Source: an optimization exercise on an open RTL-to-GDS flow (aim: small area). Production flows keep margins and buffers that such runs may drop.
RTL that was checked went through simulation tests only; none was proved equivalent to the original.
Only the layout flow was run in run 2; the RTL was not checked for function there.
Power and IR drop assume default switching activity.

==> design.v <==
module clock_cell_dffr(
	input wire ck,
	input wire rn,
	input wire d,
	output wire out
);
reg out_reg;
assign out = out_reg;
always @(posedge ck or negedge rn)
begin
	if(!rn)
		out_reg <= 1'b0;
	else
		out_reg <= d;
end
endmodule
module clock_logic_cross_sync_0(
	input  wire clock,
	input  wire resetn,
	input  wire data_in,
	output wire data_out
);
wire data_metastable;
clock_cell_dffr clock_domain_cross_sync(
	.ck(clock),
	.rn(resetn),
	.d(data_in),
	.out(data_metastable)
);
clock_cell_dffr meta_stable_remover(
	.ck(clock),
	.rn(resetn),
	.d(data_metastable),
	.out(data_out)
);
endmodule
module clock_logic_delay_chain_0(
	input  wire clock,
	input  wire resetn,
	input  wire data_in,
	output wire data_delay_1,
	output wire data_delay_2,
	output wire data_delay_3,
	output wire data_delay_4
);
reg [4:1] delay;
assign data_delay_1 = delay[1];
assign data_delay_2 = delay[2];
assign data_delay_3 = delay[3];
assign data_delay_4 = delay[4];
always @(posedge clock or negedge resetn)
begin
	if(~resetn)
		delay <= 4'b0;
	else
		delay <= {delay[3:1], data_in};
end
endmodule
module clock_route_control_div(
	input  wire clock,
	input  wire async_resetn,
	input  wire async_enable,
	output  reg async_enable_ack,
	input  wire async_update,
	output wire async_update_ack,
	input  wire [7:0] mfi,
	input  wire [7:0] mfn,
	input  wire [7:0] mfd,
	output wire control_path_data0_or_gate,
	output wire control_path_data1_and_gate
);
reg en_s1, enable, up_s1, update, update_prev;
reg [7:0] mfi_int, mfn_int, mfd_int;
reg [7:0] rem_s;   
reg remainder_overflow;
reg counter_in_1;
reg data1_clk, pre_data0_clk;
reg [7:0] ratio_samp;
genvar i;
wire update_edge = update & ~update_prev;
assign async_update_ack = update_prev;
reg [7:0] count;
wire [7:0] cnt = count;
wire [7:0] addend = mfn_int & {8{counter_in_1}};
wire [8:0] ca;
wire [7:0] sum;
assign ca[0] = remainder_overflow & counter_in_1;
wire [8:0] cs;
wire [7:0] dm1;
assign cs[0] = 1'b0;
generate for (i = 0; i < 8; i = i + 1) begin : g_acc
	assign sum[i] = rem_s[i] ^ addend[i] ^ ca[i];
	assign ca[i+1] = (rem_s[i] & addend[i]) | (rem_s[i] & ca[i]) | (addend[i] & ca[i]);
	assign dm1[i] = sum[i] ^ ~mfd_int[i] ^ cs[i];
	assign cs[i+1] = (sum[i] & ~mfd_int[i]) | (sum[i] & cs[i]) | (~mfd_int[i] & cs[i]);
end endgenerate
wire gt = cs[8];
wire take = counter_in_1 & gt;
wire [7:0] rem_next = take ? dm1 : sum;
wire ovf_next = counter_in_1 ? gt : remainder_overflow;
wire [8:0] ci;
wire [7:0] podf;
assign ci[0] = remainder_overflow;
generate for (i = 0; i < 8; i = i + 1) begin : g_podf
	assign podf[i] = mfi_int[i] ^ ci[i];
	assign ci[i+1] = mfi_int[i] & ci[i];
end endgenerate
wire podf_is_1 = (mfi_int[7:1] == 7'd0) & (mfi_int[0] ^ remainder_overflow);
wire load = podf_is_1 | (async_enable_ack & counter_in_1 & enable);
wire [8:0] bd;
wire [7:0] cm1;
assign bd[0] = 1'b1;
generate for (i = 0; i < 8; i = i + 1) begin : g_dec
	assign cm1[i] = count[i] ^ bd[i];
	assign bd[i+1] = ~count[i] & bd[i];
end endgenerate
wire cnt_zero = bd[8];
wire [7:0] shortx = {1'b0, ratio_samp[7:1]};
wire [8:0] g1;
assign g1[0] = 1'b0;
generate for (i = 0; i < 8; i = i + 1) begin : g_cmp1
	assign g1[i+1] = (cnt[i] & ~shortx[i]) | (g1[i] & (cnt[i] | ~shortx[i]));
end endgenerate
wire d1_next = g1[8];
wire [8:0] g2;
assign g2[0] = 1'b0;
generate for (i = 0; i < 8; i = i + 1) begin : g_cmp2
	assign g2[i+1] = (cm1[i] & ~shortx[i]) | (g2[i] & (cm1[i] | ~shortx[i]));
end endgenerate
wire d0_next = ratio_samp[0] ? (g2[8] & ~cnt_zero) : g1[8];
always @(posedge clock or negedge async_resetn)
begin
	if (~async_resetn) begin
		en_s1 <= 1'b0; enable <= 1'b0;
		up_s1 <= 1'b0; update <= 1'b0; update_prev <= 1'b0;
		mfi_int <= 8'd0; mfn_int <= 8'd0; mfd_int <= 8'd0;
		rem_s <= 8'd0; remainder_overflow <= 1'b0;
		async_enable_ack <= 1'b0;
		counter_in_1 <= 1'b1;
		count <= 8'd0;
		ratio_samp <= 8'd0;
		data1_clk <= 1'b0; pre_data0_clk <= 1'b0;
	end else begin
		en_s1 <= async_enable; enable <= en_s1;
		up_s1 <= async_update; update <= up_s1; update_prev <= update;
		if (update_edge) begin
			mfi_int <= mfi; mfn_int <= mfn; mfd_int <= mfd;
		end
		rem_s <= update_edge ? {8{ovf_next}} : rem_next;
		if (counter_in_1) begin
			remainder_overflow <= gt;
			async_enable_ack <= enable;
			ratio_samp <= podf;
		end
		counter_in_1 <= podf_is_1 | (count == 8'd2) | ~async_enable_ack;
		count <= load ? podf : (cm1 & {8{async_enable_ack}});
		data1_clk <= d1_next;
		pre_data0_clk <= d0_next;
	end
end
assign control_path_data0_or_gate = pre_data0_clk;
assign control_path_data1_and_gate = data1_clk;
endmodule
==> flow/run.sh <==
#!/bin/bash
# Standard synthesis and layout, with three changes to how the layout is made:
# the combinational logic is re-mapped for area before floorplanning
# (flow/restructure.tcl), port buffers use the smallest buffer, and the
# clock tree is built without dummy loads.
set -e
mkdir -p rmp_work
export PRE_FLOORPLAN_TCL=$PWD/flow/restructure.tcl
export BUFFER_PORTS_ARGS="-buffer_cell sky130_fd_sc_hd__buf_1"
export CTS_ARGS="-sink_clustering_enable -repair_clock_nets -dont_use_dummy_load -buf_list {sky130_fd_sc_hd__clkbuf_2 sky130_fd_sc_hd__clkbuf_4}"
bash standard.sh > standard.log 2>&1
==> flow/filter_lib.py <==
#!/usr/bin/env python3
"""Write a copy of a liberty file without the cells that match the given
don't-use patterns (shell-style), so that ABC inside restructure cannot pick them."""
import fnmatch, re, sys

src, dst = sys.argv[1], sys.argv[2]
patterns = sys.argv[3].split()
text = open(src).read()
out = []
pos = 0
dropped = []
for m in re.finditer(r'\n(\s*)cell\s*\(\s*"?([\w]+)"?\s*\)\s*\{', text):
    if m.start() < pos:
        continue
    name = m.group(2)
    if not any(fnmatch.fnmatchcase(name, p) for p in patterns):
        continue
    # find the matching closing brace
    depth = 0
    i = m.end() - 1
    while True:
        c = text[i]
        if c == '{':
            depth += 1
        elif c == '}':
            depth -= 1
            if depth == 0:
                break
        i += 1
    out.append(text[pos:m.start()])
    pos = i + 1
    dropped.append(name)
out.append(text[pos:])
open(dst, 'w').write(''.join(out))
print("filter_lib: dropped %d cells: %s" % (len(dropped), ' '.join(dropped)))
==> flow/restructure.tcl <==
# PRE_FLOORPLAN hook: re-map the combinational logic of the standard
# synthesis netlist for area with OpenROAD's restructure (ABC). Registers,
# their names and cell types are left as synthesis made them. ABC gets a
# copy of the library without the platform's don't-use cells.
set work [file dirname $::env(FLOW_OUT)]
set lib [lindex $::env(LIB_FILES) 0]
set rlib $work/rmp_lib.lib
exec python3 $work/flow/filter_lib.py $lib $rlib $::env(DONT_USE_CELLS) >@ stdout
set_dont_use $::env(DONT_USE_CELLS)
report_design_area
restructure -target area -liberty_file $rlib \
  -tielo_port sky130_fd_sc_hd__conb_1/LO -tiehi_port sky130_fd_sc_hd__conb_1/HI \
  -work_dir $work/rmp_work -abc_logfile $work/rmp_abc.log
report_design_area
==> standard.sh <==
#!/bin/bash
# synth_recipe.tcl (not shown) runs the flow's synth.tcl, then flattens the netlist and writes it again
# the make line also repeats each setting of config.mk as NAME=value (left out here)
make -C /OpenROAD-flow-scripts/flow DESIGN_CONFIG=/design/flow/config.mk WORK_HOME=/design/flow/orfs CLKGATE_MAP_FILE= SYNTH_SCRIPT=/design/flow/synth_recipe.tcl "${@:-finish}"
==> config.mk <==
export PLATFORM = sky130hd
export DESIGN_NAME = clock_route_control_div
export DESIGN_NICKNAME = clock_route_control_div
export VERILOG_FILES = /design/flow/design.v
export SDC_FILE = /design/flow/constraint.sdc
export NUM_CORES = 4
export LEC_CHECK = 0
export CAP_MARGIN = 20
export CORE_MARGIN = 2
export CORE_UTILIZATION = 40
export SETUP_SLACK_MARGIN = -0.3
export SLEW_MARGIN = 20
==> constraint.sdc <==
create_clock -name core_clock -period 5.0 [get_ports {clock}]
set_input_delay 1.0000 -clock core_clock [delete_from_list [all_inputs] [get_ports {clock}]]
set_output_delay 1.0000 -clock core_clock [all_outputs]
set_load 0.01 [all_outputs]
==> results_dict.tcl, run 1 <==
set metrics [dict create \
    fin_skew_ns 0.0225 \
    cp_max_fo 8 \
    wl_um 6080 \
    finalCritPeriodShare_pct 88.2 \
    seqPwrFrac_pct 36.7 \
    coreArea_mm2 0.00676 \
    viasPerCell 5.51 \
    gp_congestion 0.811 \
    dp_slack_ns 0.208 \
    die_y_um 87.2 \
    grt_use_met1_pct 26.2 \
    r2r-end "rem_s[4]" \
    clk_latency_ns 0.39 \
    hpwl_um 4220 \
    rows 30 \
    leakagePower_nw 1.25 \
    critPathLaunch "counter_in_1" \
    p_sw_w 0.000883 \
    post-route-drc-count 0 \
    worstMarginPinSlew_ns 1.03 \
    grt_pass1_wl_um 10600 \
    startpoint_type "flop" \
    reg2regPathDepth 24 \
    grt_pass1_vias 2290 \
    syn_to_final_growth_pct 12.1 \
    status "timing/DRC/antenna clean" \
    grt-ovfl-total 0 \
    syn_nets 318 \
    power.density_mw_per_mm2 643 \
    antenna_found_initial 0 \
    port-buffer-count 31 \
    cts_made_buffers 9 \
    swShare_pct 44.2 \
    dieArea_mm2 0.00760 \
    report.final.slew_viol_count 0 \
    worstSetupPathType "flop to flop" \
    grt_util_all_layers_pct 18.1 \
    hp-class "flop to flop" \
    cts_tree "built" \
    reg2reg_slack_ns 0.59 \
    finalHoldViolations 0 \
    fp.dieW_um 87.2 \
    setup_slack_ns 0.589 \
    ir_drop_v 0.000274 \
    max_slew_margin_pct 30.7 \
    crit_required_ns 5.24 \
    antenna_cells 0 \
    avgSynthCellArea_um2 9.54 \
    nets 366 \
    grt_max_degree 59 \
    ios 32 \
    power.internal_w 0.00111 \
    post-route-min-period_ns 4.41 \
    power_w 0.00200 \
    cp_data_arrival_time_ns 4.65 \
    drt_iter0_markers 151 \
    root_buffer "clkbuf_4" \
    first_pass_iters 4 \
    clkPwrFrac_pct 11.5 \
    initial_core_util_pct 41.0 \
    r2r_start "counter_in_1" \
    met2_usage_pct 26.2 \
    clkTransAtPathRegs_ns 0.09 \
    holdPathEnd "enable" \
    combinationalPowerShare_pct 51.9 \
    crit_path_end_kind "flop" \
    drive_gt1_share_pct 5.65 \
    ctsHoldBuffers 0 \
    grtUsageMet3_pct 4.74 \
    max-clock-path-buffers 2 \
    syn_inst 290 \
    h-tree-depth 3 \
    synth_area_mm2 0.00277 \
    hp-start "en_s1" \
    yosysWarnings 1 \
    drv_cap 0 \
    holdPathStages 0 \
    wl_per_cell_um 14.6 \
    postRouteAntennaNets 0 \
    final-setup-viol-count 0 \
    vias 2294 \
    fmax_mhz 227 \
    top_usage_layer "met1" \
    cts.sinks 58 \
]
state kept, by name, summed over array words and instances (netlist names):
register	flops
count	8
mfd_int	8
mfi_int	8
mfn_int	8
ratio_samp	8
rem_s	8
async_enable_ack	1
counter_in_1	1
data1_clk	1
en_s1	1
enable	1
pre_data0_clk	1
remainder_overflow	1
up_s1	1
update	1
update_prev	1
worst max-delay path: stages (launching register included):
cell,delay [ns]
dfstp_2,0.61
nand2_1,0.11
nor2_1,0.14
o21ai_0,0.11
nor3_1,0.17
o21ai_0,0.13
nor3_1,0.18
o21ai_0,0.12
nor3_1,0.19
o21ai_0,0.14
nor3_1,0.18
o21ai_0,0.14
nor3_1,0.18
o21ai_0,0.12
nor3_1,0.18
o21ai_0,0.13
a2bb2oi_1,0.19
clkinv_1,0.10
o21ai_0,0.07
a21boi_1,0.25
nor2_1,0.08
o21ai_1,0.24
o21ai_0,0.19
nand2_2,0.19
o221ai_1,0.13
final cells by class:
type,instances,area [um2]
inverter,32,120
multi-input combinational,200,1200
timing repair buffer,37,163
tap,80,100
fill,700,3650
sequential,58,1450
clock buffer,9,67.6
cell usage in the layout (no fill, tap or decap), drive strengths merged, types with 2 or more instances in the layout:
cell type	n
dfrtp	57
buf	36
o21ai	34
clkinv	32
o22a	27
nand2	25
nor2	23
o22ai	20
a21oi	16
clkbuf	10
o221ai	8
nor3	7
xor2	7
nand2b	6
a21o	5
a222oi	4
a22oi	3
nand3	2
nor4	2
o21a	2
or3	2
or2	2
stage by stage:
step / std cells / TNS [ns] / area, um2 / utilization (%) / hold slack, ns
floorplan: 290 / 0 / 2770 / - / 0.331
global placement: 406 / 0 / 3030 / 44.8 / 0.338
detailed placement: 406 / 0 / 3030 / 44.8 / 0.335
CTS: 415 / 0 / 3090 / 45.8 / 0.347
global route: 416 / -1.61 / 3100 / 45.9 / 0.364
finish: 416 / 0 / 3100 / 45.9 / 0.348
metal layers:
layer | vias up | routed length, um
met3 | 8 | 235
li1 | 1173 | -
met2 | 44 | 2580
met4 | 0 | 85
met5 | - | 0
met1 | 1069 | 3180
worst max path at each step:
stage | endpoint | slack [ns] | cells past startpoint
6_report | rem_s[4] | 0.59 | 24
5_1_grt | rem_s[2] | -0.23 | 24
4_1_cts | rem_s[4] | 0.17 | 24
3_5_place_dp | rem_s[6] | 0.21 | 24
3_3_place_gp | rem_s[6] | 0.45 | 24
2_1_floorplan | rem_s[6] | 0.68 | 22
repair_timing:
item	CTS	global route
setup endpoints to repair	0	8
resized for setup	0	4
setup buffers	0	1
power by group through the flow:
| stage | clock (W) | combinational (W) | sequential (W) |
|---|---|---|---|
| finish | 0.000229 | 0.00104 | 0.000732 |
| global route | 0.000259 | 0.00119 | 0.000753 |
| CTS | 0.000243 | 0.00101 | 0.000739 |
| detailed placement | 0 | 0.00101 | 0.000747 |
| global placement | 0 | 0.000983 | 0.000745 |
| floorplan | 0 | 0.000792 | 0.000720 |
==> run 2, diff against run 1 <==
--- a/design.v
+++ b/design.v
@@ -70,7 +70,8 @@
 	output wire control_path_data1_and_gate
 );
 reg en_s1, enable, up_s1, update, update_prev;
-reg [7:0] mfi_int, mfn_int, mfd_int;
+reg [7:0] mfi_int, mfn_int_n, mfd_int;   
+wire [7:0] mfn_int = ~mfn_int_n;
 reg [7:0] rem_s;   
 reg remainder_overflow;
 reg counter_in_1;
@@ -133,7 +134,7 @@
 	if (~async_resetn) begin
 		en_s1 <= 1'b0; enable <= 1'b0;
 		up_s1 <= 1'b0; update <= 1'b0; update_prev <= 1'b0;
-		mfi_int <= 8'd0; mfn_int <= 8'd0; mfd_int <= 8'd0;
+		mfi_int <= 8'd0; mfn_int_n <= 8'hff; mfd_int <= 8'd0;
 		rem_s <= 8'd0; remainder_overflow <= 1'b0;
 		async_enable_ack <= 1'b0;
 		counter_in_1 <= 1'b1;
@@ -144,7 +145,7 @@
 		en_s1 <= async_enable; enable <= en_s1;
 		up_s1 <= async_update; update <= up_s1; update_prev <= update;
 		if (update_edge) begin
-			mfi_int <= mfi; mfn_int <= mfn; mfd_int <= mfd;
+			mfi_int <= mfi; mfn_int_n <= ~mfn; mfd_int <= mfd;
 		end
 		rem_s <= update_edge ? {8{ovf_next}} : rem_next;
 		if (counter_in_1) begin
--- a/flow/run.sh
+++ b/flow/run.sh
@@ -7,5 +7,5 @@
 mkdir -p rmp_work
 export PRE_FLOORPLAN_TCL=$PWD/flow/restructure.tcl
 export BUFFER_PORTS_ARGS="-buffer_cell sky130_fd_sc_hd__buf_1"
-export CTS_ARGS="-sink_clustering_enable -repair_clock_nets -dont_use_dummy_load -buf_list {sky130_fd_sc_hd__clkbuf_2 sky130_fd_sc_hd__clkbuf_4}"
+export CTS_ARGS="-sink_clustering_enable -repair_clock_nets -dont_use_dummy_load -buf_list sky130_fd_sc_hd__clkbuf_4"
 bash standard.sh > standard.log 2>&1
==> run 2 against run 1 <==
Effect of this change:
- sequential power about the same
- still clean on timing, DRC and antenna
- global-route usage decreased by 1.1 points
- first-iteration DRC count down 53%
- via count up 0.26%
- largest power group unchanged
==> results_dict.tcl, run 2 <==
set metrics [dict create \
    drt_iter0_markers 71 \
    fp.dieW_um 87.1 \
    nets 362 \
    status "timing/DRC/antenna clean" \
    regArea_mm2 0.00146 \
    worstSetupPathType "flop to flop" \
    hpwl_um 4210 \
    clk_latency_ns 0.39 \
    finalSetupTns_ns 0 \
    die_y_um 87.1 \
    antenna_cells 0 \
    fill_cells 667 \
    fin_skew_ns 0.00952 \
    cp_max_fo 8 \
    finalHoldViolations 0 \
    grt-ovfl-total 0 \
    grt_pass1_vias 2154 \
    final_cell_mix "49 x dfrtp_1, 33 x o21ai_0, 31 x clkinv_1, 30 x buf_1, 23 x o22ai_1" \
    first_pass_iters 5 \
    clkTransAtPathRegs_ns 0.09 \
    cts_made_buffers 9 \
    fin_util_pct 46.5 \
    syn_to_final_growth_pct 13.6 \
    h-tree-depth 3 \
    syn_nets 313 \
    initial_core_util_pct 40.9 \
    leakagePower_nw 1.25 \
    post-route-drc-count 0 \
    max_slew_margin_pct 37.9 \
    vias 2300 \
    grt_max_degree 59 \
    final-setup-viol-count 0 \
    port-buffer-count 31 \
    max-clock-path-buffers 2 \
    crit_path_end_kind "flop" \
    wl_per_cell_um 14.2 \
    cts_tree "built" \
    fmax_mhz 212 \
    crit_required_ns 5.30 \
    rows 30 \
    antenna_found_initial 0 \
    grt_pass1_wl_um 9780 \
    dieArea_mm2 0.00759 \
    post-route-min-period_ns 4.71 \
    wl_um 5860 \
    startpoint_type "flop" \
    avgSynthCellArea_um2 9.70 \
    multi_input_area_mm2 0.00122 \
    hp-class "flop to flop" \
    root_buffer "clkbuf_4" \
    grt_util_all_layers_pct 17.0 \
    ir_drop_v 0.000251 \
    finalCritPeriodShare_pct 94.2 \
    gp_congestion 0.844 \
    ios 32 \
    coreArea_mm2 0.00676 \
    power.density_mw_per_mm2 618 \
    report.final.slew_viol_count 0 \
    viasPerCell 5.58 \
    yosysWarnings 1 \
    drv_cap 0 \
    cp_data_arrival_time_ns 5.00 \
    synth_area_mm2 0.00276 \
    worstMarginPinSlew_ns 0.922 \
    postRouteAntennaNets 0 \
    syn_inst 285 \
    mostFrequentLayoutCell "dfrtp_1" \
    cts.sinks 58 \
    ctsHoldBuffers 0 \
    drive_gt1_share_pct 10.5 \
]
-- run 2: worst paths after layout --
kind / from / end / slack [ns] / cells after the start
worst max register to register: counter_in_1 / rem_s[4] / 0.29 / 24
worst min register to register: up_s1 / update / 0.35 / 0
worst max-delay path: counter_in_1 / rem_s[4] / 0.29 / 24
worst min-delay path: up_s1 / update / 0.35 / 0
min in group asynchronous: async_resetn / data1_clk / 0.72 / 2
max in group asynchronous: async_resetn / ratio_samp[3] / 3.77 / 2
-- run 2: where the power goes --
part / switching, W / internal (W)
sequential: 0.000114 / 0.000619
clock: 0.000145 / 0.0000834
combinational: 0.000575 / 0.000405
-- run 2: cell type report --
cell class | instances | area share [%]
clock buffer | 9 | 2.15
multi-input combinational | 196 | 39.0
sequential | 58 | 46.6
tap | 80 | 3.19
inverter | 31 | 3.71
timing repair buffer | 38 | 5.42
-- run 2: repair_timing --
| action | 4_1_cts | 5_1_grt |
|---|---|---|
| setup endpoints to repair | 0 | 9 |
| buffers inserted | 0 | 2 |
| resized for setup | 0 | 14 |
-- run 2: worst max-delay path, stage by stage (launching register included) --
cell and delay (ns):
dfstp_2 0.62, clkinv_1 0.15, nor2_1 0.16, clkinv_1 0.10, nor2_1 0.14, o22ai_1 0.10, nor3_1 0.16, o21ai_0 0.14
nor3_1 0.25, o21ai_1 0.12, nor3_1 0.17, o21ai_0 0.16, nor3_2 0.21, o21ai_1 0.10, nor3_1 0.18, o21ai_0 0.14
o21ai_0 0.14, o21a_1 0.22, a2bb2oi_2 0.09, o21ai_0 0.35, nor2_1 0.12, o21ai_1 0.20, buf_4 0.19, nand2_2 0.13
o221ai_1 0.25
-- run 2: metrics by stage --
step	hold slack, ns	power [W]	instance area [um2]	std cells	setup slack [ns]
final	0.353	0.00194	3140	412	0.292
after global routing	0.378	0.00213	3140	412	-0.292
after CTS	0.357	0.00190	3090	410	0.00172
after detailed placement	0.336	0.00166	3020	401	0.0553
after global placement	0.333	0.00166	3020	401	0.284
after floorplan	0.331	0.00143	2760	285	-0.0240
-- run 2: routing by layer --
metal  vias up  global-route usage, %  wire length, um
met2        34                   27.0             2860
met4         0                   8.25               78
met5         -                      0                0
li1       1165                      -                -
met1      1095                   22.0             2730
met3         6                   3.98              192

==> re-timing with driven ports <==
The flow's constraints put no driver on any port. The routed layouts listed below were extracted and timed again, unchanged, in two steps. Step 1 assumes that a clkbuf_16 drives the clock port and a buf_2 every other input. Step 2 times the ports against the registers' clock, not the clock port: input delays grow and output delays shrink by t, the midpoint of the rising clock arrivals with the driver on. Slacks: no drivers / after step 1 / after step 2; pairs: no drivers / after step 1.
run | t, ns | setup slack, ns | pins driven straight from the clock port
run 1 | 0.408 | 0.589 / 0.589 / 0.589 | 1
run 2 | 0.410 | 0.292 / 0.292 / 0.292 | 1
After both steps setup and hold are still met in every run listed.
